This is an optimization exercise on Yosys and OpenROAD, whose aim is small area, a short achievable clock period and few clock cycles per item, not a production implementation.
Where RTL was checked, it was by simulation tests only, not by an equivalence proof against the original.
Function not checked in runs 1 to 3: the RTL went through the layout flow alone.

<file path="flow/flow/run.sh">
#!/bin/bash
# Standard ORFS layout, with the port buffers made of buf_1 cells instead of
# the larger, slower cell buffer_ports picks by default.
set -o pipefail
export BUFFER_PORTS_ARGS="-buffer_cell sky130_fd_sc_hd__buf_1"
export SETUP_SLACK_MARGIN=7.0
bash standard.sh > standard.log 2>&1
</file>
<file path="flow/config.mk">
export PLATFORM = sky130hd
export DESIGN_NAME = tea
export DESIGN_NICKNAME = tea
export VERILOG_FILES = /design/flow/design.v
export SDC_FILE = /design/flow/constraint.sdc
export NUM_CORES = 4
export LEC_CHECK = 0
export ABC_AREA = 1
export CAP_MARGIN = 20
export CORE_MARGIN = 2
export CORE_UTILIZATION = 40
export SLEW_MARGIN = 20
</file>
<file path="flow/standard.sh">
#!/bin/bash
# synth_recipe.tcl (not shown) runs the flow's synth.tcl, then flattens the netlist and writes it again
# the make line also repeats each setting of config.mk as NAME=value (left out here)
make -C /OpenROAD-flow-scripts/flow DESIGN_CONFIG=/design/flow/config.mk WORK_HOME=/design/flow/orfs CLKGATE_MAP_FILE= SYNTH_SCRIPT=/design/flow/synth_recipe.tcl "${@:-finish}"
</file>
<file path="flow/design.v">
module tinyenc
#(
  parameter        SHL   =  4,
  parameter        SHR   =  5
)
(
   input     [15:0] delta,
   input     [ 2:0] round,
   input     [31:0] kh,
   input            g,
  output            valid,
  output     [31:0] rdata,
   input     [31:0] wdata,
   input            write,
   input            clk, rstb
);
reg        vld, wt;     
reg [ 6:0] c;             
reg [15:0] p, q, sum;
wire       busy = ~vld;
assign valid = vld;
assign rdata = {q, p};
wire        step = busy & ~wt;
wire        rend = step & g;                  
wire [ 6:0] mask = ~(7'h7f << round);          
wire        last = &(c | ~mask);
wire [15:0] ka = kh[15:0];
wire [15:0] kb = kh[31:16];
function [15:0] add16;
  input [15:0] a, b;
  input        ci;
  integer i, l;
  reg [15:0] g, p, g2, p2, x;
  begin
    x = a ^ b;
    g = a & b;
    p = x;
    g[0] = g[0] | (p[0] & ci);
    for (l = 0; l < 4; l = l + 1) begin
      g2 = g;
      p2 = p;
      for (i = 0; i < 16; i = i + 1)
        if ((i >> l) & 1) begin
          g2[i] = g[i] | (p[i] & g[((i >> l) << l) - 1]);
          p2[i] = p[i] & p[((i >> l) << l) - 1];
        end
      g = g2;
      p = p2;
    end
    add16 = x ^ {g[14:0], ci};
  end
endfunction
wire [15:0] f  = add16(q << SHL, ka, 1'b0) ^ add16(q, sum, 1'b0) ^ add16(q >> SHR, kb, 1'b0);
always @(negedge rstb or posedge clk) begin
  if (~rstb) vld <= 1'b1;
  else if (vld) vld <= ~write;
  else if (rend & last) vld <= 1'b1;
end
always @(posedge clk) begin
  wt  <= ~busy & ~g;
  c   <= busy ? c + {6'd0, rend} : 7'd0;
  sum <= (busy ? sum : 16'd0) + ((rend | ~busy) ? delta : 16'd0);
  if (~busy) begin
    if (write) begin
      p <= wdata[15:0];
      q <= wdata[31:16];
    end
  end
  else if (step) begin
    p <= q;
    q <= add16(p, f, 1'b0);
  end
end
endmodule
module tinydec
#(
  parameter        SHL   =  4,
  parameter        SHR   =  5
)
(
   input     [15:0] delta,
   input     [ 2:0] round,
   input     [31:0] kh,
   input            g,
  output            valid,
  output     [31:0] rdata,
   input     [31:0] wdata,
   input            write,
   input            clk, rstb
);
reg        vld, wt;     
reg [ 6:0] c;             
reg [15:0] p, q, sum;
wire       busy = ~vld;
assign valid = vld;
assign rdata = {p, q};
wire        step = busy & ~wt;
wire        rend = step & ~g;                 
wire [ 6:0] mask = ~(7'h7f << round);          
wire        last = &(c | ~mask);
wire [15:0] ka = kh[15:0];
wire [15:0] kb = kh[31:16];
function [15:0] add16;
  input [15:0] a, b;
  input        ci;
  integer i, l;
  reg [15:0] g, p, g2, p2, x;
  begin
    x = a ^ b;
    g = a & b;
    p = x;
    g[0] = g[0] | (p[0] & ci);
    for (l = 0; l < 4; l = l + 1) begin
      g2 = g;
      p2 = p;
      for (i = 0; i < 16; i = i + 1)
        if ((i >> l) & 1) begin
          g2[i] = g[i] | (p[i] & g[((i >> l) << l) - 1]);
          p2[i] = p[i] & p[((i >> l) << l) - 1];
        end
      g = g2;
      p = p2;
    end
    add16 = x ^ {g[14:0], ci};
  end
endfunction
wire [15:0] f  = add16(q << SHL, ka, 1'b0) ^ add16(q, sum, 1'b0) ^ add16(q >> SHR, kb, 1'b0);
always @(negedge rstb or posedge clk) begin
  if (~rstb) vld <= 1'b1;
  else if (vld) vld <= ~write;
  else if (rend & last) vld <= 1'b1;
end
always @(posedge clk) begin
  wt  <= ~busy & g;
  c   <= busy ? c + {6'd0, rend} : 7'd0;
  sum <= busy ? sum - (rend ? delta : 16'd0) : delta << round;
  if (~busy) begin
    if (write) begin
      p <= wdata[31:16];
      q <= wdata[15:0];
    end
  end
  else if (step) begin
    p <= q;
    q <= add16(p, ~f, 1'b1);
  end
end
endmodule
module tea (
   input        clk,
   input        rstb,
   input [15:0] delta,
   input [ 2:0] round,
   input [63:0] key,
   input        enc_write,
   input [31:0] enc_wdata,
  output        enc_valid,
  output [31:0] enc_rdata,
   input        dec_write,
   input [31:0] dec_wdata,
  output        dec_valid,
  output [31:0] dec_rdata
);
reg        g;
reg [31:0] kreg;
always @(negedge rstb or posedge clk) begin
  if (~rstb) g <= 1'b0;
  else       g <= ~g;
end
always @(posedge clk) begin
  kreg <= g ? key[31:0] : key[63:32];
end
tinyenc #(
  .SHL(4),
  .SHR(5)
)
u_enc (
  .delta(delta),
  .round(round),
  .kh(kreg),
  .g(g),
  .valid(enc_valid),
  .rdata(enc_rdata),
  .wdata(enc_wdata),
  .write(enc_write),
  .clk(clk), .rstb(rstb)
);
tinydec #(
  .SHL(4),
  .SHR(5)
)
u_dec (
  .delta(delta),
  .round(round),
  .kh(kreg),
  .g(g),
  .valid(dec_valid),
  .rdata(dec_rdata),
  .wdata(dec_wdata),
  .write(dec_write),
  .clk(clk), .rstb(rstb)
);
endmodule
</file>
<file path="flow/constraint.sdc">
create_clock -name core_clock -period 11.0 [get_ports {clk}]
set_input_delay 2.2000 -clock core_clock [delete_from_list [all_inputs] [get_ports {clk}]]
set_output_delay 2.2000 -clock core_clock [all_outputs]
set_load 0.01 [all_outputs]
</file>
==> flow_metrics.py, run 1 <==
metrics = {
    "synth": {
        "synth_warnings": 3,
        "synth_ff_type": "dfxtp_1",
        "syn_area_um2": 12400,
        "synth_area_leader_cell": "nand2_1",
        "syn_avg_cell_area_um2": 7.35,
        "yosysMostFrequentCell": "nand2_1",
        "synthTopCellsByCount": "nand2_1 (527), inv_1 (212), ha_1 (130)",
        "yosys.area.top_type_share": 0.159,
        "synth_cell_types": 54,
        "synth-seq-area-share": 0.290,
        "synth_nets": 2002,
        "ys_ff_latch": 147,
        "synthCells": 1689,
        "synthArstFlopShare": 0.0204,
        "synth_edf_count": 64,
        "synthTopCellsByArea": "nand2_1 (16%), edfxtp_1 (15%), ha_1 (13%)",
    },
    "setup_path": {
        "cp_slowest_cell": "dfstp_4",
        "ff2ff_path_depth": 22,
        "worstSetupPathType": "reg2out",
        "r2r_slack_ps": 7190,
        "crit_arrival_ps": 1680,
        "worstSetupStartpointType": "flip-flop",
        "path_buf_inv": 2,
        "max_stage_delay_ps": 740,
        "end_kind": "primary output",
        "r2r-end": "u_enc.q[15]$_DFFE_PP_",
        "critPathRequiredTime_ps": 8800,
        "cp_top_family": "flip-flops",
        "cp_max_fo": 60,
        "r2r-start": "u_enc.q[7]$_DFFE_PP_",
        "crit_chain": "buf_12 > buf_1",
    },
    "floorplanning": {
        "die_area_um2": 32500,
        "rows": 64,
        "fp.coreArea_um2": 30600,
        "start_util": 0.406,
        "die_x_um": 180,
        "fp.dieH_um": 180,
        "io_pins": 217,
    },
    "sta": {
        "max_freq_mhz": 258,
        "slew_violations": 0,
        "relSlewSlack": 0.540,
        "rsz0062_at_grt": "true",
        "setup-violations-final": 0,
        "finClkSkew_ps": 17.2,
        "tightest_slew_ps": 691,
        "finalHoldViolCount": 0,
        "finalSetupTns_ps": 0,
        "fin_crit_sh": 0.353,
        "period_minus_slack_ps": 3880,
    },
    "worst_hold_path": {
        "min_to": "u_dec.c[6]$_SDFF_PP0_",
        "hp-start": "u_dec.c[6]$_SDFF_PP0_",
        "hp-class": "reg2reg",
        "holdPathStages": 2,
    },
    "detailed_routing": {
        "drc_errors": 0,
        "vias_per_cell": 4.98,
        "wire_per_inst_um": 16.0,
        "ant_nets": 0,
        "num_vias": 11639,
        "wirelength_um": 37400,
        "drt_iter0_drc": 756,
        "dr.pass1.iters": 5,
    },
    "grt": {
        "grt_max_degree": 61,
        "grt_overflow": 0,
        "grt_antenna_before_repair": 0,
        "grt_pass1_wl_um": 58100,
        "grt_usage": 0.228,
        "first_global_vias": 11094,
    },
    "run": {
        "max_cap_violations": 0,
    },
    "layout": {
        "num_antenna_cells": 0,
        "layout-drive-gt1-share": 0.0788,
        "fin_nets": 2241,
        "final_util": 0.483,
        "syn_to_final_growth_pct": 19.1,
    },
    "clock_tree": {
        "cts.clk_slew.worst_paths_ps": 70,
        "clkLatencyLatePin_ps": 450,
        "h-tree-depth": 4,
        "cts_buffer_depth": 2,
        "hold_buffers": 0,
        "cts_buffers": 17,
        "cts_tree": "done",
        "cts_root_buf": "clkbuf_16",
        "cts_sinks": 147,
    },
    "place": {
        "dp_hpwl_um": 29700,
        "gp_congestion": 0.877,
        "numPortBuffers": 216,
    },
    "status": {
        "status": "timing/DRC/antenna clean",
    },
}
[tightest hold or removal path: stages, from the launching register on]
cell	delay [ps]
dfxtp_1	310
o21ai_0	70
a21oi_1	60
[worst max-delay path by stage]
stage / to / slack (ps) / startpoint / cells after the start
global route: u_enc.q[15]$_DFFE_PP_ / 6950 / u_enc.q[7]$_DFFE_PP_ / 22
CTS: u_enc.sum[12]$_DFF_P_ / 6910 / g$_DFF_PN0_ / 14
floorplan: u_enc.sum[12]$_DFF_P_ / 7060 / delta[0] / 12
global placement: u_enc.sum[12]$_DFF_P_ / 6640 / delta[0] / 13
finish: enc_valid / 7120 / u_enc.vld$_DFF_PN1_ / 2
detailed placement: u_enc.sum[12]$_DFF_P_ / 6600 / delta[0] / 13
[placed cells by master (no fill, tap or decap), types with 7 or more instances in the layout]
cell       count
a21o_1        13
a21oi_1       75
a31oi_1        7
buf_1        215
buf_4         37
clkbuf_16     17
dfxtp_1       78
edfxtp_1      64
fa_1          21
fa_2          11
ha_1         124
inv_1        207
inv_2         13
inv_6          7
nand2_1      515
nand2_2       13
nand3_1       69
nand3b_1       7
nand4_1       15
nor2_1       104
nor3_1        12
o21ai_0       66
o21ai_1       19
o21bai_1       7
o22ai_1        9
xnor2_1       58
xor2_1        62
[kinds of logic after synthesis]
family,Yosys count,share of synthesized area
compound gates,233,0.108
xor+xnor,127,0.0896
fa+ha+maj,162,0.183
buf+inv,261,0.0805
flops,147,0.290
mux,3,0.00242
simple gates,756,0.247
[routing by layer]
layer / vias up / track usage / part of all wire
met5: - / 0 / 0
met4: 0 / 0.0697 / 0.020
met2: 319 / 0.373 / 0.46
met1: 5350 / 0.303 / 0.46
li1: 5932 / - / -
met3: 38 / 0.0471 / 0.058
[stage by stage]
stage	setup WS, ps	instances	instance area (um^2)	hold WS (ps)
after global placement	6640	2271	13600	465
after detailed placement	6600	2271	13600	492
after global routing	6950	2337	14800	531
final	7120	2337	14800	490
after floorplan	7060	1689	12400	450
after CTS	6910	2310	14300	501
[cell type report]
class	instances	area (um^2)
Sequential cell	147	3610
Multi-Input combinational cell	1281	8070
Timing Repair Buffer	257	1160
Tap cell	396	495
Inverter	224	860
Clock inverter	14	156
Fill cell	3069	15800
Clock buffer	18	439
[state kept, by name, summed over array words and instances, names as in the netlist, 16 cells and up]
signal     count
kreg          32
u_dec.q       16
u_enc.q       16
u_enc.p       16
u_dec.p       16
u_dec.sum     16
u_enc.sum     16
[repair_timing]
action | CTS | global route
pin swaps | 3 | 51
buffers inserted | 7 | 26
setup endpoints to repair | 15 | 24
resized for setup | 4 | 66
==> run 2, diff against run 1 <==
--- a/flow/config.mk
+++ b/flow/config.mk
@@ -9,4 +9,5 @@
 export CAP_MARGIN = 20
 export CORE_MARGIN = 2
 export CORE_UTILIZATION = 40
+export CTS_BUF_LIST = sky130_fd_sc_hd__clkbuf_8
 export SLEW_MARGIN = 20
==> run 2 against run 1 <==
  * Still clean
  * Cell count increased by 0.17%
  * Via count increased by 0.38%
  * Sequential share of layout area increased by 0.27 points
  * Core utilization decreased by 0.53 points
  * Die area unchanged
  * First-iteration DRC count increased by 5.3%
  * Clock-buffer cell count unchanged
  * Global-route usage decreased by 0.11 points
  * Wire length increased by 0.27%
  * Highest routed layer unchanged
==> flow_metrics.py, run 2 <==
metrics = {
    "layout": {
        "top_register": "kreg",
        "layout-drive-gt1-share": 0.0807,
        "largest_reg_flops": 32,
        "num_antenna_cells": 0,
        "layout_commonest_cell": "nand2_1",
        "fin_nets": 2245,
        "fin_area_um2": 14600,
        "final_cell_mix": "nand2_1 (516), buf_1 (215), inv_1 (207)",
        "syn_to_final_growth_pct": 17.8,
    },
    "synth": {
        "synthTopCellsByArea": "nand2_1 (16%), edfxtp_1 (15%), ha_1 (13%)",
        "synth_nets": 2002,
        "synth_edf_count": 64,
        "synth_cell_types": 54,
        "synth_xor_area_frac": 0.0896,
        "yosys.area.top_type_share": 0.159,
        "yosysMostFrequentCell": "nand2_1",
        "synth_top_family_by_area": "simple AND/OR/NAND/NOR gates",
        "synthMuxAreaShare": 0.00242,
        "synthArstFlopShare": 0.0204,
        "syn_area_um2": 12400,
        "synth_adder_area_share": 0.183,
        "synth-compound-area-share": 0.108,
        "synth_ff_type": "dfxtp_1",
        "synth_area_leader_cell": "nand2_1",
        "syn_avg_cell_area_um2": 7.35,
        "synth_warnings": 3,
        "ys_ff_latch": 147,
        "synth-seq-area-share": 0.290,
        "synthCells": 1689,
        "synthTopCellsByCount": "nand2_1 (527), inv_1 (212), ha_1 (130)",
        "synth_simple_gate_area_frac": 0.247,
    },
    "detailed_routing": {
        "wl_met3_um": 2130,
        "wirelength_um": 37500,
        "dr.pass1.iters": 5,
        "ant_nets": 0,
        "met1Wirelength_um": 17300,
        "wire_per_inst_um": 16.0,
        "drt_iter0_drc": 796,
        "vias_per_cell": 4.99,
        "top_layer": "met4",
        "num_vias": 11683,
        "drc_errors": 0,
        "dr_wl_met2_um": 17300,
    },
    "floorplanning": {
        "rows": 64,
        "die_x_um": 180,
        "fp.coreArea_um2": 30600,
        "start_util": 0.406,
        "io_pins": 217,
        "die_area_um2": 32500,
        "fp.dieH_um": 180,
    },
    "sta": {
        "setup-violations-final": 0,
        "period_minus_slack_ps": 3910,
        "finClkSkew_ps": 23.5,
        "tightest_slew_ps": 748,
        "finalSetupTns_ps": 0,
        "max_freq_mhz": 256,
        "slew_violations": 0,
        "rsz0062_at_grt": "true",
        "finalHoldViolCount": 0,
        "relSlewSlack": 0.502,
        "fin_crit_sh": 0.355,
    },
    "setup_path": {
        "cp_slowest_cell": "dfstp_4",
        "critPathRequiredTime_ps": 8800,
        "max_stage_delay_ps": 800,
        "cp_max_fo": 30,
        "worstSetupPathType": "reg2out",
        "worstSetupStartpointType": "flip-flop",
        "end_kind": "primary output",
        "ff2ff_path_depth": 23,
        "r2r_slack_ps": 7120,
        "crit_chain": "buf_16 > buf_1",
        "crit_arrival_ps": 1710,
    },
    "clock_tree": {
        "cts_root_buf": "clkbuf_8",
        "cts_tree": "done",
        "h-tree-depth": 4,
        "hold_buffers": 0,
        "cts_buffers": 17,
        "cts_sinks": 147,
        "cts.clk_slew.worst_paths_ps": 100,
        "cts_buffer_depth": 2,
        "clkLatencyLatePin_ps": 490,
    },
    "grt": {
        "first_global_vias": 11012,
        "grt_usage": 0.227,
        "grt_antenna_before_repair": 0,
        "grt_pass1_wl_um": 57700,
        "grt_overflow": 0,
        "grt_max_degree": 61,
    },
    "status": {
        "status": "timing/DRC/antenna clean",
    },
    "place": {
        "dpl_cell_area_um2": 13600,
        "dp_hpwl_um": 29700,
        "numPortBuffers": 216,
        "gp_congestion": 0.877,
    },
    "worst_hold_path": {
        "holdPathStages": 2,
        "hp-class": "reg2reg",
    },
    "run": {
        "max_cap_violations": 0,
    },
}
==> run 2: cell counts after synthesis <==
No cell type changed its count.
==> run 2: kinds of logic after synthesis <==
logic type,Yosys count
fa+ha+maj,162
simple gates,756
xor+xnor,127
compound gates,233
flops,147
mux,3
buf+inv,261
==> run 2: worst paths after layout <==
path | startpoint | endpoint
setup / recovery | u_enc.vld$_DFF_PN1_ | enc_valid
hold / removal | u_dec.c[6]$_SDFF_PP0_ | u_dec.c[6]$_SDFF_PP0_
setup reg to reg | u_enc.q[7]$_DFFE_PP_ | u_enc.q[15]$_DFFE_PP_
hold reg to reg | u_dec.c[6]$_SDFF_PP0_ | u_dec.c[6]$_SDFF_PP0_
max in group asynchronous | rstb | u_dec.vld$_DFF_PN1_
min in group asynchronous | rstb | g$_DFF_PN0_
==> run 2: repair_timing <==
action	4_1_cts	5_1_grt
endpoints found under the setup margin	15	19
buffers inserted	7	29
gates resized for setup	5	62
hold endpoints to repair	0	0
gates cloned	0	1
pin swaps	3	49
==> run 2: routing by layer <==
layer,GRT usage,up-vias
met2,0.371,324
met5,0,-
li1,-,5937
met1,0.306,5387
met4,0.0629,0
met3,0.0449,35
==> run 2: through the flow <==
step	hold slack, ps	worst slack (ps)	utilization	instances
global placement	465	6640	0.446	2271
floorplan	450	7060	-	1689
finish	495	7090	0.478	2341
global route	535	6920	0.478	2341
detailed placement	492	6600	0.446	2271
CTS	505	6920	0.462	2310
==> run 2: cell type report <==
| class | count | area [um^2] |
|---|---|---|
| fillers | 3105 | 16000 |
| clock buffers | 18 | 248 |
| repair buffers | 261 | 1210 |
| flip-flops and latches | 147 | 3610 |
| multi-input cells | 1281 | 8040 |
| clock inverters | 14 | 156 |
| well taps | 396 | 495 |
| inverters | 224 | 860 |
==> run 2: worst max-delay path, delay by kind of cell, from the launching register on <==
| family | cells | cell delay, ps |
|---|---|---|
| flops | 1 | 800 |
| buf+inv | 2 | 390 |
==> run 3, diff against run 2 <==
==> flow/flow/run.sh (replaced) <==
#!/bin/bash
# Standard ORFS layout, with the port buffers made of buf_1 cells instead of
# the larger, slower cell buffer_ports picks by default.
set -o pipefail
export BUFFER_PORTS_ARGS="-buffer_cell sky130_fd_sc_hd__buf_1"
export SETUP_SLACK_MARGIN=6.8
bash standard.sh > standard.log 2>&1
--- a/flow/config.mk
+++ b/flow/config.mk
@@ -9,5 +9,4 @@
 export CAP_MARGIN = 20
 export CORE_MARGIN = 2
 export CORE_UTILIZATION = 40
-export CTS_BUF_LIST = sky130_fd_sc_hd__clkbuf_8
 export SLEW_MARGIN = 20
==> run 3 against run 2 <==
  * Sequential share of layout area rose by 0.21 points
  * Flip-flop and latch count unchanged
  * Worst hold slack worse by 4.8 ps
  * Register-to-register slack lost 110 ps
  * Synthesized cell count unchanged
  * Global-route usage about the same
  * Critical path type unchanged
==> flow_metrics.py, run 3 <==
metrics = {
    "run": {
        "max_cap_violations": 0,
    },
    "floorplanning": {
        "start_util": 0.406,
        "rows": 64,
        "io_pins": 217,
        "die_x_um": 180,
        "fp.dieH_um": 180,
        "fp.coreArea_um2": 30600,
        "die_area_um2": 32500,
    },
    "synth": {
        "synthCells": 1689,
        "syn_area_um2": 12400,
        "ys_ff_latch": 147,
        "synth_area_leader_cell": "nand2_1",
        "synth_ff_type": "dfxtp_1",
        "synth_top_family_by_area": "simple AND/OR/NAND/NOR gates",
        "syn_avg_cell_area_um2": 7.35,
        "synth-compound-area-share": 0.108,
        "synth_nets": 2002,
        "synthArstFlopShare": 0.0204,
        "synth_cell_types": 54,
        "synthTopCellsByArea": "nand2_1 (16%), edfxtp_1 (15%), ha_1 (13%)",
        "yosysMostFrequentCell": "nand2_1",
        "synth_edf_count": 64,
        "synth_xor_area_frac": 0.0896,
        "synth_simple_gate_area_frac": 0.247,
        "synth-seq-area-share": 0.290,
        "synth_adder_area_share": 0.183,
        "yosys.area.top_type_share": 0.159,
        "synth_warnings": 3,
        "synthMuxAreaShare": 0.00242,
        "synthTopCellsByCount": "nand2_1 (527), inv_1 (212), ha_1 (130)",
    },
    "detailed_routing": {
        "num_vias": 11544,
        "wire_per_inst_um": 16.0,
        "wirelength_um": 37100,
        "vias_per_cell": 4.97,
        "drt_iter0_drc": 707,
        "drc_errors": 0,
        "dr.pass1.iters": 5,
        "ant_nets": 0,
    },
    "grt": {
        "grt_pass1_wl_um": 57900,
        "grt_antenna_before_repair": 0,
        "grt_overflow": 0,
        "first_global_vias": 11074,
        "grt_max_degree": 61,
        "grt_usage": 0.228,
    },
    "sta": {
        "finalHoldViolCount": 0,
        "finClkSkew_ps": 18.0,
        "setup-violations-final": 0,
        "max_freq_mhz": 246,
        "finalSetupTns_ps": 0,
        "fin_crit_sh": 0.369,
        "tightest_slew_ps": 714,
        "period_minus_slack_ps": 4060,
        "relSlewSlack": 0.524,
        "slew_violations": 0,
        "rsz0062_at_grt": "false",
    },
    "layout": {
        "final_cell_count_no_fill": 2323,
        "syn_to_final_growth_pct": 16.6,
        "final_cell_mix": "nand2_1 (524), buf_1 (216), inv_1 (212)",
        "num_antenna_cells": 0,
        "largest_reg_flops": 32,
        "top_register": "kreg",
        "layout_commonest_cell": "nand2_1",
        "fin_area_um2": 14500,
        "fin_nets": 2227,
        "layout-drive-gt1-share": 0.0524,
    },
    "setup_path": {
        "cp_top_family": "flip-flops",
        "max_stage_delay_ps": 750,
        "cp_slowest_cell": "dfstp_2",
        "path_buf_inv": 2,
        "crit_chain": "buf_6 > buf_1",
        "critPathRequiredTime_ps": 8800,
        "crit_arrival_ps": 1860,
        "cp_max_fo": 60,
        "worstSetupStartpointType": "flip-flop",
        "worstSetupPathType": "reg2out",
        "end_kind": "primary output",
    },
    "clock_tree": {
        "cts_buffers": 17,
        "cts.clk_slew.worst_paths_ps": 70,
        "cts_tree": "done",
        "cts_sinks": 147,
        "h-tree-depth": 4,
        "cts_root_buf": "clkbuf_16",
        "clkLatencyLatePin_ps": 450,
        "hold_buffers": 0,
        "cts_buffer_depth": 2,
    },
    "place": {
        "dpl.cell_count": 2271,
        "gp_congestion": 0.877,
        "numPortBuffers": 216,
        "dp_hpwl_um": 29700,
        "dpl_cell_area_um2": 13600,
    },
    "worst_hold_path": {
        "hp-class": "reg2reg",
    },
    "status": {
        "status": "timing/DRC/antenna clean",
    },
}
-- run 3: per-stage QoR --
step                      hold WS, ps  setup WS [ps]  utilization
after floorplan                   450           7060            -
after global placement            465           6640        0.446
after detailed placement          492           6600        0.446
after CTS                         501           6820        0.466
after global routing              531           6780        0.473
final                             490           6940        0.473
-- run 3: worst reg2reg max path, delay by kind of cell, from the launching register on --
kind,cells,cell delay (ps)
buffers and inverters,4,260
and+or+nand+nor,5,570
AOI/OAI and AO/OA,1,90
DFF,1,410
xor gates and xnor gates,3,630
adders and majority gates,5,1740
-- run 3: layout make-up --
type	instances	area, um^2
Multi-Input combinational cell	1281	7890
Inverter	224	855
Tap cell	396	495
Sequential cell	147	3600
Clock inverter	14	156
Clock buffer	18	439
Fill cell	3107	16100
Timing Repair Buffer	243	1040
-- run 3: layer usage --
layer  wire length (um)  GRT usage
met2              17000      0.373
met5                  0          0
met3               2540     0.0477
met1              16900      0.302
met4                744     0.0684
-- run 3: logic make-up after synthesis --
family                     Yosys count
buffers and inverters              261
AOI/OAI and AO/OA                  233
and+or+nand+nor                    756
muxes                                3
xor gates and xnor gates           127
DFF                                147
adders and majority gates          162
-- run 3: final timing paths --
path / startpoint / end / slack [ps] / cells past startpoint
min: u_dec.c[6]$_SDFF_PP0_ / u_dec.c[6]$_SDFF_PP0_ / 490 / 2
max in group asynchronous: rstb / u_dec.vld$_DFF_PN1_ / 9120 / 1
min in group asynchronous: rstb / g$_DFF_PN0_ / 1600 / 1
max reg2reg: u_dec.q[5]$_DFFE_PP_ / u_dec.q[9]$_DFFE_PP_ / 7010 / 18
max: u_enc.vld$_DFF_PN1_ / enc_valid / 6940 / 2
min reg2reg: u_dec.c[6]$_SDFF_PP0_ / u_dec.c[6]$_SDFF_PP0_ / 490 / 2
-- run 3: timing repair --
| action | CTS | global route |
|---|---|---|
| gates cloned | 0 | 0 |
| endpoints found under the setup margin | 2 | 16 |
| pin swaps | 0 | 14 |
| buffers inserted | 1 | 18 |
| resized for setup | 1 | 17 |
==> run 4, diff against run 3 <==
--- a/flow/design.v
+++ b/flow/design.v
@@ -50,7 +50,7 @@
     add16 = x ^ {g[14:0], ci};
   end
 endfunction
-wire [15:0] f  = add16(q << SHL, ka, 1'b0) ^ add16(q, sum, 1'b0) ^ add16(q >> SHR, kb, 1'b0);
+wire [15:0] f  = ((q<<SHL) + ka) ^ (q + sum) ^ ((q>>SHR) + kb);
 always @(negedge rstb or posedge clk) begin
   if (~rstb) vld <= 1'b1;
   else if (vld) vld <= ~write;
@@ -124,7 +124,7 @@
     add16 = x ^ {g[14:0], ci};
   end
 endfunction
-wire [15:0] f  = add16(q << SHL, ka, 1'b0) ^ add16(q, sum, 1'b0) ^ add16(q >> SHR, kb, 1'b0);
+wire [15:0] f  = ((q<<SHL) + ka) ^ (q + sum) ^ ((q>>SHR) + kb);
 always @(negedge rstb or posedge clk) begin
   if (~rstb) vld <= 1'b1;
   else if (vld) vld <= ~write;
==> flow/flow/run.sh (replaced) <==
#!/bin/bash
# Standard ORFS layout, with the port buffers made of buf_1 cells instead of
# the larger, slower cell buffer_ports picks by default.
set -o pipefail
export BUFFER_PORTS_ARGS="-buffer_cell sky130_fd_sc_hd__buf_1"
export SETUP_SLACK_MARGIN=7.3
bash standard.sh > standard.log 2>&1
==> run 4 against run 3 <==
  * Area after synthesis is 3.9% higher
  * Die area rose by 3.8%
  * Wire length is 13% higher
  * Critical path depth rose by 10
  * Cell count increased by 6.5%
  * Core utilization is 1.6 points higher
  * Cell area up 6.8%
  * Highest routed layer unchanged
==> flow_metrics.py, run 4 <==
metrics = {
    "setup_path": {
        "worstSetupStartpointType": "primary input",
        "worstSetupPathType": "in2reg",
        "end_kind": "flip-flop",
        "cp_max_fo": 5,
        "crit_arrival_ps": 3920,
        "critPathRequiredTime_ps": 11310,
    },
    "worst_hold_path": {
        "hp-class": "reg2reg",
    },
    "layout": {
        "layout_commonest_cell": "nand2_1",
        "fin_area_um2": 15500,
        "layout-drive-gt1-share": 0.0941,
        "final_cell_count_no_fill": 2474,
        "syn_to_final_growth_pct": 19.9,
        "fin_nets": 2362,
        "top_register": "kreg",
        "largest_reg_flops": 32,
        "final_cell_mix": "nand2_1 (579), buf_1 (214), inv_1 (191)",
        "num_antenna_cells": 0,
    },
    "synth": {
        "synth_ff_type": "dfxtp_1",
        "synth_nets": 2112,
        "yosysMostFrequentCell": "nand2_1",
        "synthTopCellsByArea": "nand2_1 (17%), edfxtp_1 (15%), ha_1 (13%)",
        "synth_cell_types": 56,
        "synthMuxAreaShare": 0.00155,
        "ys_ff_latch": 147,
        "syn_area_um2": 12900,
        "synth_warnings": 3,
        "synthTopCellsByCount": "nand2_1 (585), inv_1 (193), ha_1 (136)",
        "synth_top_family_by_area": "simple AND/OR/NAND/NOR gates",
        "synthArstFlopShare": 0.0204,
        "synth_adder_area_share": 0.157,
        "synth_simple_gate_area_frac": 0.270,
        "yosys.area.top_type_share": 0.170,
        "syn_avg_cell_area_um2": 7.13,
        "synth-compound-area-share": 0.125,
        "synth_area_leader_cell": "nand2_1",
        "synth_xor_area_frac": 0.0978,
        "synth_edf_count": 64,
        "synth-seq-area-share": 0.279,
        "synthCells": 1809,
    },
    "sta": {
        "relSlewSlack": 0.444,
        "max_freq_mhz": 277,
        "rsz0062_at_grt": "true",
        "period_minus_slack_ps": 3610,
        "finalSetupTns_ps": 0,
        "setup-violations-final": 0,
        "finClkSkew_ps": 15.4,
        "finalHoldViolCount": 0,
        "fin_ws_ps": 7390,
        "fin_crit_sh": 0.328,
        "slew_violations": 0,
        "tightest_slew_ps": 830,
        "whs_ps": 534,
    },
    "detailed_routing": {
        "wire_per_inst_um": 16.9,
        "ant_nets": 0,
        "dr.pass1.iters": 7,
        "wirelength_um": 41800,
        "vias_per_cell": 5.10,
        "num_vias": 12606,
        "drc_errors": 0,
        "drt_iter0_drc": 1015,
    },
    "grt": {
        "grt_antenna_before_repair": 0,
        "grt_pass1_wl_um": 61400,
        "grt_overflow": 0,
        "grt_max_degree": 66,
        "grt_usage": 0.241,
        "first_global_vias": 11575,
    },
    "place": {
        "pre_cts_slack_ps": 6780,
        "numPortBuffers": 216,
        "gp_congestion": 0.983,
        "dpl_cell_area_um2": 14100,
        "dp_hpwl_um": 32300,
        "dpl.cell_count": 2396,
    },
    "clock_tree": {
        "cts_root_buf": "clkbuf_16",
        "cts_sinks": 147,
        "cts_buffer_depth": 2,
        "cts_tree": "done",
        "h-tree-depth": 4,
        "hold_buffers": 0,
        "clkLatencyLatePin_ps": 450,
        "cts.clk_slew.worst_paths_ps": 70,
        "cts_buffers": 17,
    },
    "floorplanning": {
        "fp.dieH_um": 184,
        "io_pins": 217,
        "die_x_um": 184,
        "rows": 65,
        "fp.coreArea_um2": 31600,
        "die_area_um2": 33700,
        "start_util": 0.408,
    },
    "run": {
        "max_cap_violations": 0,
    },
    "status": {
        "status": "timing/DRC/antenna clean",
    },
}
-- run 4: cell types whose count changed after synthesis, moves of 8 or more --
cell / before / now
o21ai_1: 20 / 4
nor2_1: 107 / 126
xor2_1: 63 / 81
nand2_1: 527 / 585
o21ai_0: 69 / 80
inv_1: 212 / 193
fa_1: 32 / 16
nand3_1: 70 / 86
a21oi_1: 78 / 101
inv_2: 10 / 2
-- run 4: what timing repair did --
action | CTS | global route
gates cloned | 0 | 2
buffers inserted | 6 | 37
pin swaps | 1 | 32
resized for setup | 6 | 77
setup endpoints to repair | 15 | 30
-- run 4: kinds of logic (layout without fill, tap and decap cells) --
kind of cell | count (synthesis) | in the layout
flip-flops | 147 | 147
AND/OR/NAND/NOR | 856 | 856
buffers and inverters | 236 | 499
multiplexers | 2 | 2
AO/OA/AOI/OAI | 272 | 272
XOR/XNOR | 144 | 144
adder cells (fa/ha/maj) | 152 | 152
-- run 4: critical path: stages --
cell      delay, ps
buf_1           130
nand2_1         110
ha_1            370
a21oi_1         170
nand2_2         100
nand3_1          90
nand2_2          80
nand2_1          90
nand2_1          90
or2_2           290
nand3_1          90
o221ai_2        110
-- run 4: per-layer routing --
metal	up-vias	share of wire	track usage
met5	-	0	0
met2	349	0.49	0.421
met4	0	0.024	0.0771
met3	54	0.047	0.0345
met1	5777	0.44	0.305
li1	6426	-	-
-- run 4: cell type report --
cell class | instances | area (um^2)
sequential | 147 | 3600
clock buffer | 21 | 453
multi-input combinational | 1426 | 8800
inverter | 199 | 754
clock inverter | 11 | 77.6
fill | 3257 | 16200
timing repair buffer | 268 | 1270
tap | 402 | 503
-- run 4: worst paths after layout --
path                       depth (start not counted)                    end                   from  slack [ps]
setup / recovery                                  12   u_dec.sum[8]$_DFF_P_               delta[3]        7390
hold / removal                                     2  u_enc.c[5]$_SDFF_PP0_  u_enc.c[5]$_SDFF_PP0_         530
setup reg to reg                                  16   u_dec.q[9]$_DFFE_PP_   u_dec.q[0]$_DFFE_PP_        7420
hold reg to reg                                    2  u_enc.c[5]$_SDFF_PP0_  u_enc.c[5]$_SDFF_PP0_         530
max in group asynchronous                          1    u_dec.vld$_DFF_PN1_                   rstb        9090
min in group asynchronous                          1            g$_DFF_PN0_                   rstb        1620
-- run 4: through the flow --
stage | utilization
floorplan | -
global placement | 0.447
detailed placement | 0.447
CTS | 0.466
global route | 0.489
finish | 0.489
Testbench counts of run 4, summed over its fixed seeds: cycles 85,704, items 2,560.
==> run 5, diff against run 4 <==
==> flow/flow/run.sh (replaced) <==
#!/bin/bash
# Standard ORFS layout, with the port buffers made of buf_1 cells instead of
# the larger, slower cell buffer_ports picks by default.
set -o pipefail
export BUFFER_PORTS_ARGS="-buffer_cell sky130_fd_sc_hd__buf_1"
export SETUP_SLACK_MARGIN=7.6
bash standard.sh > standard.log 2>&1
==> run 5 against run 4 <==
  * Critical path type is now reg2reg
  * Cell count rose by 2.6%
  * Worst hold slack improved by 4.5 ps
  * Via count rose by 2.9%
  * Largest cell class unchanged
  * Maximum frequency rose by 1.2%
  * Critical path depth rose by 10
  * Non-clock buffer count rose by 64
  * Register-to-register slack improved by 20 ps
  * First-iteration DRC count fell by 31%
  * Critical endpoint is now u_enc.q[15]$_DFFE_PP_
  * Area after synthesis did not move
==> flow_metrics.py, run 5 <==
metrics = {
    "sta": {
        "fin_crit_sh": 0.324,
        "finalHoldViolCount": 0,
        "finClkSkew_ps": 16.3,
        "max_freq_mhz": 281,
        "finalSetupTns_ps": 0,
        "whs_ps": 538,
        "slew_violations": 0,
        "relSlewSlack": 0.528,
        "rsz0062_at_grt": "true",
        "setup-violations-final": 0,
        "period_minus_slack_ps": 3560,
        "tightest_slew_ps": 708,
        "fin_ws_ps": 7440,
    },
    "synth": {
        "synth_area_leader_cell": "nand2_1",
        "synth_nets": 2112,
        "yosys.area.top_type_share": 0.170,
        "synthTopCellsByArea": "nand2_1 (17%), edfxtp_1 (15%), ha_1 (13%)",
        "synth_cell_types": 56,
        "syn_avg_cell_area_um2": 7.13,
        "syn_area_um2": 12900,
        "synth_warnings": 3,
        "synthCells": 1809,
        "synth_edf_count": 64,
        "ys_ff_latch": 147,
        "synth-seq-area-share": 0.279,
        "synth_ff_type": "dfxtp_1",
        "yosysMostFrequentCell": "nand2_1",
        "synthArstFlopShare": 0.0204,
        "synthTopCellsByCount": "nand2_1 (585), inv_1 (193), ha_1 (136)",
    },
    "detailed_routing": {
        "wirelength_um": 44000,
        "dr.pass1.iters": 5,
        "drc_errors": 0,
        "num_vias": 12970,
        "wire_per_inst_um": 17.3,
        "vias_per_cell": 5.11,
        "drt_iter0_drc": 696,
        "ant_nets": 0,
    },
    "floorplanning": {
        "start_util": 0.408,
        "io_pins": 217,
        "die_area_um2": 33700,
        "die_x_um": 184,
        "fp.coreArea_um2": 31600,
        "rows": 65,
        "fp.dieH_um": 184,
    },
    "worst_hold_path": {
        "hp-start": "u_enc.c[6]$_SDFF_PP0_",
        "hp-class": "reg2reg",
    },
    "layout": {
        "syn_to_final_growth_pct": 34.2,
        "final_cell_mix": "nand2_1 (550), buf_1 (191), inv_1 (172)",
        "largest_reg_flops": 32,
        "layout-drive-gt1-share": 0.212,
        "top_register": "kreg",
        "fin_nets": 2426,
        "layout_commonest_cell": "nand2_1",
        "fillers": 3089,
        "num_antenna_cells": 0,
    },
    "setup_path": {
        "crit_chain": "ha_2 > fa_2 > nand3_2 > nand2_4 > nand2_1 > nand2_1 > nand2_1 > o21ai_2 > xor2_1 > or2_1 > nand2_2 > inv_2 > ha_1 > nand2_1 > nor3_2 > inv_1 > nor2_1 > nand2_1 > o211ai_1 > nand3_1 > nand3_1 > nand2_1",
        "cp_slowest_cell": "edfxtp_1",
        "worstSetupStartpointType": "flip-flop",
        "worstSetupPathType": "reg2reg",
        "cp_max_fo": 3,
        "r2r-start": "u_enc.q[0]$_DFFE_PP_",
        "max_stage_delay_ps": 480,
        "crit_arrival_ps": 3780,
        "cp_common_cell": "nand2_1",
        "crit_start": "u_enc.q[0]$_DFFE_PP_",
        "critPathRequiredTime_ps": 11220,
        "end_kind": "flip-flop",
    },
    "clock_tree": {
        "cts.clk_slew.worst_paths_ps": 70,
        "cts_sinks": 147,
        "cts_buffer_depth": 2,
        "cts_root_buf": "clkbuf_16",
        "clkLatencyLatePin_ps": 470,
        "cts_tree": "done",
        "hold_buffers": 0,
        "h-tree-depth": 4,
        "cts_buffers": 17,
    },
    "place": {
        "gp_congestion": 0.944,
        "dp_hpwl_um": 32800,
        "pre_cts_slack_ps": 6800,
        "numPortBuffers": 216,
    },
    "grt": {
        "use_met3": 0.0420,
        "grt_overflow": 0,
        "top_usage_layer": "met2",
        "grt_usage": 0.255,
        "grt_pass1_wl_um": 65400,
        "grt_use_met1": 0.318,
        "grt_max_degree": 65,
        "first_global_vias": 12346,
        "grt_antenna_before_repair": 0,
        "gr-usage-met2": 0.437,
    },
    "status": {
        "status": "timing/DRC/antenna clean",
    },
    "run": {
        "max_cap_violations": 0,
    },
}
run 5: per-stage QoR:
step                      std cells   util  area (um^2)
final                          2538  0.547        17300
after global routing           2538  0.547        17300
after CTS                      2487  0.500        15800
after detailed placement       2399  0.453        14300
after global placement         2398  0.453        14300
after floorplan                1809      -        13100
run 5: what timing repair did:
item | CTS | global route
pin swaps | 59 | 125
hold endpoints to repair | 0 | 0
buffers inserted | 56 | 50
gates resized for setup | 106 | 233
gates cloned | 0 | 0
endpoints found under the setup margin | 50 | 43
run 5: layer usage:
layer	part of all wire	routed length, um	up-vias
li1	-	-	6553
met1	0.43	18900	5988
met2	0.49	21400	341
met3	0.051	2250	88
met4	0.034	1490	0
met5	0	0	-
run 5: cell families (layout without fill, tap and decap cells):
group / count (synthesis) / after routing / synth area share
fa+ha+maj: 152 / 152 / 0.157
mux: 2 / 2 / 0.00155
buf+inv: 236 / 563 / 0.0696
flops: 147 / 147 / 0.279
simple gates: 856 / 856 / 0.270
xor+xnor: 144 / 144 / 0.0978
compound gates: 272 / 272 / 0.125
run 5: final timing paths:
path | to | slack, ps | depth (start not counted)
worst max-delay path | u_enc.q[15]$_DFFE_PP_ | 7440 | 22
worst min-delay path | u_enc.c[6]$_SDFF_PP0_ | 540 | 2
worst max register to register | u_enc.q[15]$_DFFE_PP_ | 7440 | 22
worst min register to register | u_enc.c[6]$_SDFF_PP0_ | 540 | 2
max in group asynchronous | u_dec.vld$_DFF_PN1_ | 9220 | 1
min in group asynchronous | g$_DFF_PN0_ | 1540 | 1
run 5: area by class of cell:
class                      instances  area (um^2)  area share
inverter                         199          800      0.0462
clock inverter                    12          119     0.00687
timing repair buffer             332         1880       0.109
multi-input combinational       1426         9940       0.574
tap                              402          503      0.0291
clock buffer                      20          467      0.0270
sequential                       147         3600       0.208
run 5: worst max-delay path, delay by kind of cell (launching register included):
kind | cells | cell delay, ps
buffers and inverters | 2 | 140
xor gates and xnor gates | 1 | 160
AOI/OAI and AO/OA | 2 | 210
DFF | 1 | 480
and+or+nand+nor | 14 | 1440
adders and majority gates | 3 | 870
==> run 6, diff against run 5 <==
==> flow/flow/run.sh (replaced) <==
#!/bin/bash
# Standard ORFS layout, with the port buffers made of buf_1 cells instead of
# the larger, slower cell buffer_ports picks by default.
set -o pipefail
export BUFFER_PORTS_ARGS="-buffer_cell sky130_fd_sc_hd__buf_1"
export SETUP_SLACK_MARGIN=7.0
bash standard.sh > standard.log 2>&1
--- a/flow/config.mk
+++ b/flow/config.mk
@@ -9,4 +9,5 @@
 export CAP_MARGIN = 20
 export CORE_MARGIN = 2
 export CORE_UTILIZATION = 40
+export CTS_BUF_LIST = sky130_fd_sc_hd__clkbuf_8
 export SLEW_MARGIN = 20
==> run 6 against run 5 <==
  * Still clean
  * Sequential share of layout area rose by 3.7 points
  * Non-clock buffer count fell by 95
  * Worst hold slack got worse by 24 ps
  * Clock skew rose by 5.3 ps
  * Critical endpoint is now u_enc.q[9]$_DFFE_PP_
  * Largest cell class unchanged
  * Highest routed layer unchanged
==> flow_metrics.py, run 6 <==
metrics = {
    "synth": {
        "synth_ff_type": "dfxtp_1",
        "synthTopCellsByArea": "nand2_1 (17%), edfxtp_1 (15%), ha_1 (13%)",
        "synthTopCellsByCount": "nand2_1 (585), inv_1 (193), ha_1 (136)",
        "yosysMostFrequentCell": "nand2_1",
        "synth-seq-area-share": 0.279,
        "syn_avg_cell_area_um2": 7.13,
        "syn_area_um2": 12900,
        "synthArstFlopShare": 0.0204,
        "synthCells": 1809,
        "ys_ff_latch": 147,
        "yosys.area.top_type_share": 0.170,
        "synth_area_leader_cell": "nand2_1",
        "synth_nets": 2112,
        "synth_warnings": 3,
        "synth_edf_count": 64,
        "synth_cell_types": 56,
    },
    "sta": {
        "setup-violations-final": 0,
        "fin_crit_sh": 0.341,
        "finClkSkew_ps": 21.6,
        "rsz0062_at_grt": "true",
        "max_freq_mhz": 267,
        "slew_violations": 0,
        "tightest_slew_ps": 1040,
        "relSlewSlack": 0.305,
        "finalSetupTns_ps": 0,
        "period_minus_slack_ps": 3750,
        "fin_ws_ps": 7250,
        "finalHoldViolCount": 0,
    },
    "clock_tree": {
        "cts_sinks": 147,
        "hold_buffers": 0,
        "cts_buffers": 17,
        "clkLatencyLatePin_ps": 510,
        "cts.clk_slew.worst_paths_ps": 100,
        "cts_buffer_depth": 2,
        "cts_tree": "done",
        "h-tree-depth": 4,
        "cts_root_buf": "clkbuf_8",
    },
    "setup_path": {
        "ff2ff_path_depth": 17,
        "r2r_slack_ps": 7250,
        "worstSetupPathType": "reg2reg",
        "end_kind": "flip-flop",
        "critPathRequiredTime_ps": 11250,
        "max_stage_delay_ps": 480,
        "r2r-end": "u_enc.q[9]$_DFFE_PP_",
        "worstSetupStartpointType": "flip-flop",
        "cp_slowest_cell": "edfxtp_1",
        "crit_arrival_ps": 3990,
        "crit_chain": "ha_1 > inv_1 > fa_1 > o31ai_4 > nand2_1 > nand2_1 > a21oi_1 > xor2_1 > xor2_1 > ha_1 > nand2_1 > o21ai_0 > a21o_2 > inv_1 > fa_1 > xor2_1 > o21ai_0",
        "cp_max_fo": 4,
        "r2r-start": "u_enc.q[5]$_DFFE_PP_",
    },
    "worst_hold_path": {
        "hp-start": "u_dec.c[6]$_SDFF_PP0_",
        "hp-class": "reg2reg",
        "holdPathStages": 2,
        "min_to": "u_dec.c[6]$_SDFF_PP0_",
    },
    "floorplanning": {
        "start_util": 0.408,
        "die_area_um2": 33700,
        "io_pins": 217,
        "rows": 65,
        "fp.coreArea_um2": 31600,
        "die_x_um": 184,
        "fp.dieH_um": 184,
    },
    "layout": {
        "fillers": 3297,
        "top_register": "kreg",
        "final_cell_mix": "nand2_1 (585), buf_1 (216), inv_1 (196)",
        "layout-drive-gt1-share": 0.0416,
        "fin_nets": 2331,
        "layout_commonest_cell": "nand2_1",
        "fin_area_um2": 14700,
        "final_cell_count_no_fill": 2443,
        "syn_to_final_growth_pct": 13.9,
        "largest_reg_flops": 32,
        "num_antenna_cells": 0,
        "regArea_um2": 3600,
        "multi_input_area_um2": 8420,
    },
    "detailed_routing": {
        "num_vias": 12330,
        "vias_per_cell": 5.05,
        "wirelength_um": 40000,
        "dr.pass1.iters": 6,
        "drt_iter0_drc": 892,
        "ant_nets": 0,
        "wire_per_inst_um": 16.4,
        "drc_errors": 0,
    },
    "grt": {
        "first_global_vias": 11563,
        "grt_overflow": 0,
        "grt_usage": 0.239,
        "grt_pass1_wl_um": 61200,
        "grt_antenna_before_repair": 0,
        "grt_max_degree": 63,
    },
    "place": {
        "dp_hpwl_um": 32200,
        "gp_congestion": 0.943,
        "dpl.cell_count": 2397,
        "dpl_cell_area_um2": 14100,
        "numPortBuffers": 216,
        "pre_cts_slack_ps": 6730,
    },
    "run": {
        "max_cap_violations": 0,
    },
    "status": {
        "status": "timing/DRC/antenna clean",
    },
}
[run 6: changes by cell type in the layout (fill, tap and decap cells not counted), moves of 26 or more]
| cell | delta |
|---|---|
| ha_4 | -49 |
| ha_1 | +61 |
| nand2_1 | +35 |
| buf_6 | -27 |
| buf_4 | -76 |
| nand2_2 | -30 |
| nor2_1 | +26 |
[run 6: routing by layer]
layer | global-route usage | wire (um) | part of all wire
met1 | 0.305 | 18000 | 0.45
met2 | 0.422 | 19500 | 0.49
met3 | 0.0357 | 1900 | 0.048
met4 | 0.0598 | 616 | 0.015
met5 | 0 | 0 | 0
[run 6: repair_timing]
item                       in CTS  in global routing
gates resized for setup         0                  4
buffers inserted                0                 13
setup endpoints to repair       0                 14
[run 6: kinds of logic (layout without fill, tap and decap cells)]
| kind of cell | count (synthesis) | after routing | share of synthesized area |
|---|---|---|---|
| buf+inv | 236 | 468 | 0.0696 |
| simple gates | 856 | 856 | 0.270 |
| xor+xnor | 144 | 144 | 0.0978 |
| compound gates | 272 | 272 | 0.125 |
| fa+ha+maj | 152 | 152 | 0.157 |
| flops | 147 | 147 | 0.279 |
| mux | 2 | 2 | 0.00155 |
[run 6: how the worst max path moves through the flow]
stage	start	endpoint	cells after the start
6_report	u_enc.q[5]$_DFFE_PP_	u_enc.q[9]$_DFFE_PP_	17
3_3_place_gp	delta[0]	u_enc.sum[12]$_DFF_P_	12
3_5_place_dp	delta[0]	u_enc.sum[12]$_DFF_P_	12
5_1_grt	u_enc.vld$_DFF_PN1_	u_enc.sum[15]$_DFF_P_	13
2_1_floorplan	delta[0]	u_enc.sum[12]$_DFF_P_	11
4_1_cts	u_enc.vld$_DFF_PN1_	u_enc.sum[11]$_DFF_P_	12
[run 6: worst max-delay path: cells and delay by family (launching register included)]
kind                     cells  cell delay [ps]
buffers and inverters        2              130
AO/OA/AOI/OAI                5              870
flip-flops                   1              480
AND/OR/NAND/NOR              3              230
XOR/XNOR                     3              450
adder cells (fa/ha/maj)      4             1320
[run 6: stage by stage]
| stage | utilization | hold slack [ps] |
|---|---|---|
| finish | 0.465 | 514 |
| global route | 0.465 | 561 |
| CTS | 0.461 | 517 |
| detailed placement | 0.446 | 497 |
| global placement | 0.446 | 484 |
| floorplan | - | 469 |
[run 6: layout make-up]
type / count / area share
well taps: 402 / 0.0342
clock inverters: 14 / 0.0136
multi-input cells: 1426 / 0.573
inverters: 199 / 0.0508
clock buffers: 18 / 0.0169
repair buffers: 237 / 0.0662
flip-flops and latches: 147 / 0.245
==> run 7, diff against run 6 <==
==> flow/flow/run.sh (replaced) <==
#!/bin/bash
# Standard ORFS layout, with the port buffers made of buf_1 cells instead of
# the larger, slower cell buffer_ports picks by default.
set -o pipefail
export BUFFER_PORTS_ARGS="-buffer_cell sky130_fd_sc_hd__buf_1"
export SETUP_SLACK_MARGIN=7.45
bash standard.sh > standard.log 2>&1
==> run 7 against run 6 <==
  * Sequential share of layout area decreased by 1.8 points
  * Register-to-register slack improved by 140 ps
  * Critical path depth unchanged
  * Clock-buffer cell count decreased by 1
  * Area after synthesis did not move
  * Wire length rose by 6.1%
  * Worst hold slack improved by 1.3 ps
  * Cell area is 7.9% higher
  * Setup slack better by 140 ps
  * Synthesized cell count is the same
  * Largest cell class unchanged
==> flow_metrics.py, run 7 <==
metrics = {
    "grt": {
        "grt_max_degree": 63,
        "grt_antenna_before_repair": 0,
        "grt_overflow": 0,
        "grt_usage": 0.247,
        "grt_pass1_wl_um": 63300,
        "first_global_vias": 12035,
    },
    "synth": {
        "synthTopCellsByCount": "nand2_1 (585), inv_1 (193), ha_1 (136)",
        "synth-seq-area-share": 0.279,
        "yosysMostFrequentCell": "nand2_1",
        "synth_area_leader_cell": "nand2_1",
        "synthArstFlopShare": 0.0204,
        "synth_ff_type": "dfxtp_1",
        "yosys.area.top_type_share": 0.170,
        "synth_edf_count": 64,
        "synth_nets": 2112,
        "synth_cell_types": 56,
        "syn_area_um2": 12900,
        "syn_avg_cell_area_um2": 7.13,
        "synthTopCellsByArea": "nand2_1 (17%), edfxtp_1 (15%), ha_1 (13%)",
        "synthCells": 1809,
        "synth_warnings": 3,
        "ys_ff_latch": 147,
    },
    "clock_tree": {
        "cts_buffer_depth": 2,
        "h-tree-depth": 4,
        "clkLatencyLatePin_ps": 510,
        "cts_root_buf": "clkbuf_8",
        "cts_sinks": 147,
        "cts_buffers": 17,
        "cts.clk_slew.worst_paths_ps": 100,
        "cts_tree": "done",
    },
    "setup_path": {
        "critPathRequiredTime_ps": 11240,
        "r2r-end": "u_enc.q[8]$_DFFE_PP_",
        "ff2ff_path_depth": 17,
        "end_kind": "flip-flop",
        "r2r-start": "u_enc.q[5]$_DFFE_PP_",
        "r2r_slack_ps": 7400,
        "cp_max_fo": 4,
        "crit_start": "u_enc.q[5]$_DFFE_PP_",
        "worstSetupPathType": "reg2reg",
        "crit_arrival_ps": 3840,
        "worstSetupStartpointType": "flip-flop",
    },
    "detailed_routing": {
        "vias_per_cell": 5.06,
        "wire_per_inst_um": 17.0,
        "drc_errors": 0,
        "wirelength_um": 42500,
        "dr.pass1.iters": 6,
        "ant_nets": 0,
        "num_vias": 12642,
        "drt_iter0_drc": 826,
    },
    "floorplanning": {
        "rows": 65,
        "fp.dieH_um": 184,
        "fp.coreArea_um2": 31600,
        "start_util": 0.408,
        "die_area_um2": 33700,
        "die_x_um": 184,
        "io_pins": 217,
    },
    "place": {
        "gp_congestion": 0.897,
        "dpl_cell_area_um2": 14300,
        "dpl.cell_count": 2397,
        "pre_cts_slack_ps": 6830,
        "numPortBuffers": 216,
        "dp_hpwl_um": 32800,
    },
    "sta": {
        "period_minus_slack_ps": 3600,
        "finalSetupTns_ps": 0,
        "whs_ps": 516,
        "rsz0062_at_grt": "true",
        "slew_violations": 0,
        "fin_ws_ps": 7400,
        "tightest_slew_ps": 779,
        "relSlewSlack": 0.478,
        "setup-violations-final": 0,
        "finalHoldViolCount": 0,
        "finClkSkew_ps": 21.8,
        "fin_crit_sh": 0.328,
        "max_freq_mhz": 277,
    },
    "status": {
        "status": "timing/DRC/antenna clean",
    },
    "layout": {
        "top_register": "kreg",
        "largest_reg_flops": 32,
        "final_util": 0.501,
        "final_cell_mix": "nand2_1 (566), buf_1 (208), inv_1 (181)",
        "layout_commonest_cell": "nand2_1",
        "layout-drive-gt1-share": 0.138,
        "fin_area_um2": 15800,
        "num_antenna_cells": 0,
        "fin_nets": 2385,
        "final_cell_count_no_fill": 2497,
        "syn_to_final_growth_pct": 22.9,
    },
    "run": {
        "max_cap_violations": 0,
    },
    "worst_hold_path": {
        "min_to": "u_dec.c[3]$_SDFF_PP0_",
        "holdPathStages": 2,
        "hp-class": "reg2reg",
        "hp-start": "u_dec.c[3]$_SDFF_PP0_",
    },
}
run 7: critical path: stages, from the launching register on:
cell      delay (ps)
edfxtp_1         390
buf_6            120
ha_4             130
inv_2             40
fa_2             430
o31ai_4          280
buf_4            160
buf_6            100
xor2_4           160
xor2_2           230
inv_2             70
ha_4             260
nand2_2           50
nor2_2            90
a21o_2           170
inv_2             60
fa_2             520
o21ai_1           60
run 7: timing repair:
action,4_1_cts,5_1_grt
endpoints found under the setup margin,29,42
buffers inserted,25,41
hold buffers,0,0
pin swaps,22,62
cloned,0,1
gates resized for setup,30,130
run 7: area by class of cell:
type,instances,area [um^2]
Clock buffer,17,234
Clock inverter,15,124
Fill cell,3183,15800
Inverter,199,778
Multi-Input combinational cell,1426,9160
Sequential cell,147,3610
Tap cell,402,503
Timing Repair Buffer,290,1440
Timing Repair inverter,1,5.00
run 7: how the worst max path moves through the flow:
stage | slack (ps) | end | depth (start not counted)
2_1_floorplan | 7310 | u_dec.sum[10]$_DFF_P_ | 14
6_report | 7400 | u_enc.q[8]$_DFFE_PP_ | 17
4_1_cts | 7400 | u_enc.q[15]$_DFFE_PP_ | 21
3_5_place_dp | 6830 | u_dec.sum[8]$_DFF_P_ | 12
5_1_grt | 7190 | u_enc.q[15]$_DFFE_PP_ | 19
3_3_place_gp | 6870 | u_dec.sum[15]$_DFF_P_ | 12
run 7: cell families after synthesis:
| kind of cell | synth area share |
|---|---|
| buf+inv | 0.0696 |
| xor+xnor | 0.0978 |
| flops | 0.279 |
| simple gates | 0.270 |
| mux | 0.00155 |
| compound gates | 0.125 |
| fa+ha+maj | 0.157 |
run 7: layer usage:
layer | global-route usage | share of wire | up-vias
met3 | 0.0416 | 0.045 | 66
met2 | 0.424 | 0.48 | 308
met1 | 0.311 | 0.44 | 5779
li1 | - | - | 6489
met5 | 0 | 0 | -
met4 | 0.0947 | 0.030 | 0
==> run 8, diff against run 7 <==
==> flow/flow/run.sh (replaced) <==
#!/bin/bash
# Standard ORFS layout, with the port buffers made of buf_1 cells instead of
# the larger, slower cell buffer_ports picks by default.
set -o pipefail
export BUFFER_PORTS_ARGS="-buffer_cell sky130_fd_sc_hd__buf_1"
export SETUP_SLACK_MARGIN=7.3
bash standard.sh > standard.log 2>&1
==> run 8 against run 7 <==
  * Global-route usage fell by 0.71 points
  * Area after synthesis unchanged
  * Maximum frequency rose by 0.18%
  * Critical endpoint is now dec_rdata[7]
==> flow_metrics.py, run 8 <==
metrics = {
    "status": {
        "status": "timing/DRC/antenna clean",
    },
    "clock_tree": {
        "cts_sinks": 147,
        "cts_tree": "done",
        "cts_buffers": 17,
        "h-tree-depth": 4,
        "clkLatencyLatePin_ps": 510,
        "cts_buffer_depth": 2,
        "cts.clk_slew.worst_paths_ps": 90,
        "hold_buffers": 0,
        "cts_root_buf": "clkbuf_8",
    },
    "setup_path": {
        "critPathRequiredTime_ps": 8800,
        "cp_slowest_cell": "edfxtp_1",
        "r2r_slack_ps": 7430,
        "max_stage_delay_ps": 560,
        "crit_arrival_ps": 1400,
        "worstSetupPathType": "reg2out",
        "end_kind": "primary output",
        "ff2ff_path_depth": 13,
        "worstSetupStartpointType": "flip-flop",
        "r2r-end": "u_enc.q[8]$_DFFE_PP_",
        "r2r-start": "u_enc.q[0]$_DFFE_PP_",
        "cp_max_fo": 4,
        "crit_chain": "buf_4 > buf_1",
    },
    "detailed_routing": {
        "ant_nets": 0,
        "vias_per_cell": 5.11,
        "num_vias": 12630,
        "wire_per_inst_um": 16.8,
        "drt_iter0_drc": 1024,
        "dr.pass1.iters": 6,
        "wirelength_um": 41500,
        "drc_errors": 0,
    },
    "synth": {
        "syn_avg_cell_area_um2": 7.13,
        "synthTopCellsByArea": "nand2_1 (17%), edfxtp_1 (15%), ha_1 (13%)",
        "yosys.area.top_type_share": 0.170,
        "synthTopCellsByCount": "nand2_1 (585), inv_1 (193), ha_1 (136)",
        "syn_area_um2": 12900,
        "synth_warnings": 3,
        "synth_cell_types": 56,
        "synthCells": 1809,
        "synth_area_leader_cell": "nand2_1",
        "synth_ff_type": "dfxtp_1",
        "synth-seq-area-share": 0.279,
        "synthArstFlopShare": 0.0204,
        "yosysMostFrequentCell": "nand2_1",
        "synth_nets": 2112,
        "synth_edf_count": 64,
        "ys_ff_latch": 147,
    },
    "layout": {
        "num_antenna_cells": 0,
        "multi_input_area_um2": 8730,
        "regArea_um2": 3600,
        "fin_nets": 2360,
        "largest_reg_flops": 32,
        "layout_commonest_cell": "nand2_1",
        "top_register": "kreg",
        "final_cell_mix": "nand2_1 (581), buf_1 (214), inv_1 (194)",
        "syn_to_final_growth_pct": 17.7,
        "layout-drive-gt1-share": 0.0865,
        "fillers": 3279,
    },
    "sta": {
        "fin_crit_sh": 0.327,
        "period_minus_slack_ps": 3600,
        "slew_violations": 0,
        "finalHoldViolCount": 0,
        "max_freq_mhz": 278,
        "finClkSkew_ps": 26.4,
        "setup-violations-final": 0,
        "fin_ws_ps": 7400,
        "relSlewSlack": 0.461,
        "rsz0062_at_grt": "true",
        "finalSetupTns_ps": 0,
        "tightest_slew_ps": 805,
    },
    "grt": {
        "grt_overflow": 0,
        "grt_usage": 0.240,
        "grt_antenna_before_repair": 0,
        "first_global_vias": 11506,
        "grt_pass1_wl_um": 61200,
        "grt_max_degree": 66,
    },
    "place": {
        "pre_cts_slack_ps": 6780,
        "dp_hpwl_um": 32300,
        "gp_congestion": 0.983,
        "numPortBuffers": 216,
    },
    "floorplanning": {
        "io_pins": 217,
        "fp.dieH_um": 184,
        "fp.coreArea_um2": 31600,
        "rows": 65,
        "start_util": 0.408,
        "die_x_um": 184,
        "die_area_um2": 33700,
    },
    "run": {
        "max_cap_violations": 0,
    },
    "worst_hold_path": {
        "min_to": "u_dec.c[3]$_SDFF_PP0_",
        "hp-start": "u_dec.c[3]$_SDFF_PP0_",
        "holdPathStages": 2,
        "hp-class": "reg2reg",
    },
}
[run 8: cell counts after synthesis]
No cell type changed its count.
[run 8: critical path, delay by kind of cell, from the launching register on]
family	cells	cell delay, ps
flip-flops	1	560
buffers and inverters	2	330
[run 8: per-layer routing]
| metal | part of all wire | GRT usage | up-vias | wire length (um) |
|---|---|---|---|---|
| met4 | 0.023 | 0.0787 | 0 | 940 |
| met5 | 0 | 0 | - | 0 |
| li1 | - | - | 6435 | - |
| met2 | 0.49 | 0.420 | 372 | 20200 |
| met3 | 0.052 | 0.0331 | 55 | 2140 |
| met1 | 0.44 | 0.305 | 5768 | 18200 |
[run 8: logic make-up after synthesis]
logic type / synth area share
buf+inv: 0.0696
fa+ha+maj: 0.157
mux: 0.00155
flops: 0.279
xor+xnor: 0.0978
simple gates: 0.270
compound gates: 0.125
[run 8: layout make-up]
cell class	instances	area share
Multi-Input combinational cell	1426	0.575
Sequential cell	147	0.237
Timing Repair Buffer	266	0.0831
Inverter	199	0.0497
Tap cell	402	0.0331
Clock buffer	18	0.0163
Clock inverter	14	0.00585
[run 8: stage by stage]
stage | instance area, um^2 | hold slack, ps | util | instances
floorplan | 12900 | 469 | - | 1809
global placement | 14100 | 523 | 0.447 | 2396
detailed placement | 14100 | 523 | 0.447 | 2396
CTS | 14500 | 537 | 0.459 | 2434
global route | 15200 | 590 | 0.480 | 2472
finish | 15200 | 534 | 0.480 | 2472
[run 8: what timing repair did]
item                       in CTS  in global routing
cloned                          0                  2
setup endpoints to repair      13                 24
pin swaps                       1                 31
resized for setup               5                 63
setup buffers                   6                 35
[run 8: worst max-delay path by stage]
stage                                    start                     to  cells after the start
final                     u_dec.q[7]$_DFFE_PP_           dec_rdata[7]                      2
after global routing      u_enc.q[0]$_DFFE_PP_  u_enc.q[15]$_DFFE_PP_                     21
after CTS                  u_enc.vld$_DFF_PN1_              enc_valid                      2
after detailed placement              round[0]  u_dec.sum[12]$_DFF_P_                      6
after global placement                round[0]  u_dec.sum[15]$_DFF_P_                      6
after floorplan                       delta[0]  u_enc.sum[12]$_DFF_P_                     11

==> re-timing with driven ports <==
The results above use ideal ports. As a check the final layouts listed here were re-extracted and re-timed, cells and wires unchanged. Step 1, drivers: a clkbuf_16 drives clk and a buf_2 each remaining input, both assumed. Step 2 moves the port delays by t, midway between the first and last clock arrival at a register: inputs arrive t later, outputs are due t later. That takes back most of the time a late clock gives input paths. Slacks: ideal ports / drivers / drivers and shift; pairs: ideal ports / drivers.
| run | shift t [ns] | setup slack, ns | worst setup path after step 2 |
|---|---|---|---|
| run 1 | 0.492 | 7.118 / 7.067 / 6.681 | input to register |
| run 2 | 0.524 | 7.093 / 7.050 / 6.679 | input to register |
| run 3 | 0.494 | 6.936 / 6.884 / 6.541 | input to register |
| run 4 | 0.491 | 7.394 / 7.406 / 6.924 | input to register |
| run 5 | 0.507 | 7.436 / 7.407 / 7.119 | input to register |
| run 6 | 0.542 | 7.254 / 7.208 / 6.787 | input to register |
| run 7 | 0.546 | 7.396 / 7.392 / 6.942 | input to register |
| run 8 | 0.552 | 7.402 / 7.351 / 6.917 | input to register |
After both steps every run listed still meets setup and hold. For run 8, which loses most, drivers alone change the setup slack by -0.051 ns; drivers and shift together by -0.485 ns.
